This design comes from an exercise in tuning for small area on the open sky130 flow, not from production work. In this exercise RTL edits were held to simulation tests only and were not proved equivalent to the original. Power is estimated from default activity; no workload was simulated.

==> ember <==
==> flow/design.v (excerpt) <==
module Main(clk, vga_h_sync, vga_v_sync, vga_R, vga_G, vga_B, right, left, reset, start);
Settings: LEC_CHECK=0, ABC_AREA=1, CAP_MARGIN=20, CORE_MARGIN=2, CORE_UTILIZATION=40, PLACE_DENSITY=0.6, SLEW_MARGIN=20; clock period 10.0 ns.
standard.sh (not shown) runs the stock make flow with config.mk's settings and CLKGATE_MAP_FILE= SYNTH_SCRIPT=/design/flow/synth_recipe.tcl, a recipe that flattens the netlist after the stock synthesis.
==> flow/flow/run.sh <==
#!/bin/bash
# Layout flow: the standard flow (standard.sh) with these changes:
#  - synthesis: the logic is mapped with ABC's area-oriented mapper
#    (flow/abc_map.script) in place of ORFS's abc_area.script, and Yosys's
#    extract_fa (full/half adder extraction) is skipped; registers are made
#    exactly as in the standard synthesis;
#  - the port buffers are the smallest buffer;
#  - the clock tree is built from small clock buffers without dummy loads.
set -euo pipefail
HERE=$(pwd)
{
  cat <<EOT
proc abc {args} {
  set i [lsearch -exact \$args -script]
  if {\$i >= 0} { lset args [expr {\$i + 1}] $HERE/flow/abc_map.script }
  yosys abc {*}\$args
}
proc extract_fa {args} { puts "extract_fa skipped" }
EOT
  cat synth_recipe.tcl
} > my_synth.tcl
bash standard.sh SYNTH_SCRIPT=$HERE/my_synth.tcl synth > synth.log 2>&1
bash standard.sh MATCH_CELL_FOOTPRINT=0 "BUFFER_PORTS_ARGS=-buffer_cell sky130_fd_sc_hd__buf_1" \
  "CTS_ARGS=-sink_clustering_enable -repair_clock_nets -buf_list sky130_fd_sc_hd__clkbuf_8 -root_buf sky130_fd_sc_hd__clkbuf_8 -dont_use_dummy_load" \
  finish > layout.log 2>&1
==> flow/flow/abc_map.script <==
strash
dc2
dch
amap
topo
==> inputs of cedar, as changes to ember <==
--- a/flow/flow/run.sh
+++ b/flow/flow/run.sh
@@ -21,5 +21,5 @@
 } > my_synth.tcl
 bash standard.sh SYNTH_SCRIPT=$HERE/my_synth.tcl synth > synth.log 2>&1
-bash standard.sh MATCH_CELL_FOOTPRINT=0 "BUFFER_PORTS_ARGS=-buffer_cell sky130_fd_sc_hd__buf_1" \
+bash standard.sh "BUFFER_PORTS_ARGS=-buffer_cell sky130_fd_sc_hd__buf_1" \
   "CTS_ARGS=-sink_clustering_enable -repair_clock_nets -buf_list sky130_fd_sc_hd__clkbuf_8 -root_buf sky130_fd_sc_hd__clkbuf_8 -dont_use_dummy_load" \
   finish > layout.log 2>&1
==> notes <==
- Fmax is the same in cedar and ember.
- Final area is the same in cedar and ember.
- In sequential power, cedar and ember hardly differ.
- Global-route usage is the same in ember and cedar.
- In clock power, ember and cedar hardly differ.
==> figures <==
Number of global-route vias before repair: ember 6505; cedar 6505
Wire length on met3: ember 1.998 mm; cedar 1.998 mm
Status: ember finished clean; cedar finished clean
Final area over synthesized area: ember 1.0726x; cedar 1.0726x
Sequential cell area: ember 0.001481 mm2; cedar 0.001481 mm2
Post-synthesis adder-cell area fraction: ember 0%; cedar 0%
Clk sink count: ember 74; cedar 74
Proportion of layout cells with a drive suffix above 1: ember 1.401%; cedar 1.401%
Busiest layer in global routing: ember met2; cedar met2
Non-clock inverter total of the final layout: ember 124; cedar 124
Number of placed instances, taps included: ember 1099; cedar 1099

---

==> inputs of v23 <==
Another version of the RTL of Main (not shown whole).
Design Main, start of the top module:
module Main(clk, vga_h_sync, vga_v_sync, vga_R, vga_G, vga_B, right, left, reset, start);
Settings: LEC_CHECK=0, ABC_AREA=1, CAP_MARGIN=20, CORE_MARGIN=2, CORE_UTILIZATION=40, PLACE_DENSITY=0.6, SLEW_MARGIN=20; clock period 10.0 ns.
run.sh (not shown) runs the stock make flow with config.mk's settings and CLKGATE_MAP_FILE= SYNTH_SCRIPT=/design/flow/synth_recipe.tcl, a recipe that flattens the netlist after the stock synthesis.
Stock flow here: none of the scripts above is used.
==> inputs of v21, as changes to v23 <==
==> flow/flow/run.sh (new file) <==
#!/bin/bash
# Layout flow: the standard flow (standard.sh), except that the synthesis
# maps the logic with ABC's area-oriented mapper (flow/abc_map.script) in place
# of ORFS's abc_area.script; everything else, registers included, is as in the
# standard synthesis.
set -euo pipefail
HERE=$(pwd)
{
  cat <<EOT
proc abc {args} {
  set i [lsearch -exact \$args -script]
  if {\$i >= 0} { lset args [expr {\$i + 1}] $HERE/flow/abc_map.script }
  yosys abc {*}\$args
}
EOT
  cat synth_recipe.tcl
} > my_synth.tcl
bash standard.sh SYNTH_SCRIPT=$HERE/my_synth.tcl synth > synth.log 2>&1
bash standard.sh > layout.log 2>&1
==> flow/flow/abc_map.script (new file) <==
strash
dch
amap
topo
==> flow/standard.sh (new file) <==
#!/bin/bash
# synth_recipe.tcl (not shown) runs the flow's synth.tcl, then flattens the netlist and writes it again
# the make line also repeats each setting of config.mk as NAME=value (left out here)
make -C /OpenROAD-flow-scripts/flow DESIGN_CONFIG=/design/flow/config.mk WORK_HOME=/design/flow/orfs CLKGATE_MAP_FILE= SYNTH_SCRIPT=/design/flow/synth_recipe.tcl "${@:-finish}"
removed: flow/run.sh
==> flow_summary.yaml <==
pwr:
  p_per_area_nw_per_um2: 90.3
  p_clk_frac: 0.462
yosys:
  ys_seq_area_frac: 0.204
  synthSimpleGateAreaFrac: 0.381
critical_path:
  worstSetupPathDepth: 23
outcome:
  outcome: "timing/DRC/antenna clean"
cells_and_area:
  final_cell_mix: "294 x nand2_1, 179 x inv_1, 146 x nor2_1, 94 x nand3_1, 78 x o21ai_0"
Source of the figures above: v23

==> flow_summary.yaml <==
cells_and_area:
  final_cell_mix: "215 x nor2_1, 136 x clkinv_1, 74 x dfxtp_1, 74 x nand2_1, 56 x nor3_1"
pwr:
  p_clk_frac: 0.480
outcome:
  outcome: "timing/DRC/antenna clean"
critical_path:
  worstSetupPathDepth: 22
yosys:
  synthSimpleGateAreaFrac: 0.299
Source of the figures above: v21

## re-timing with driven ports
In the flow no input, the clock included, has a driving cell. The finished layouts below were timed again as built, in two steps.
Step 1, drivers: a clkbuf_16 drives clk and a buf_2 each remaining input, both assumed.
Step 2 times the ports against the registers' clock, not the clock port: input delays grow and output delays shrink by t, the midpoint of the rising clock arrivals with the driver on.
a / b / c = ideal / step 1 / step 2; a / b = the first two.
run | t (ns) | setup slack, ns | hold WS [ns]
ember | 0.407 | 4.244 / 4.244 / 4.244 | 0.449 / 0.449 / 0.449
cedar | 0.407 | 4.244 / 4.244 / 4.244 | 0.449 / 0.449 / 0.449
v23 | 0.395 | 5.742 / 5.742 / 5.742 | 0.456 / 0.456 / 0.456
v21 | 0.388 | 4.233 / 4.233 / 4.233 | 0.466 / 0.466 / 0.466
After both steps every run listed still meets setup and hold.
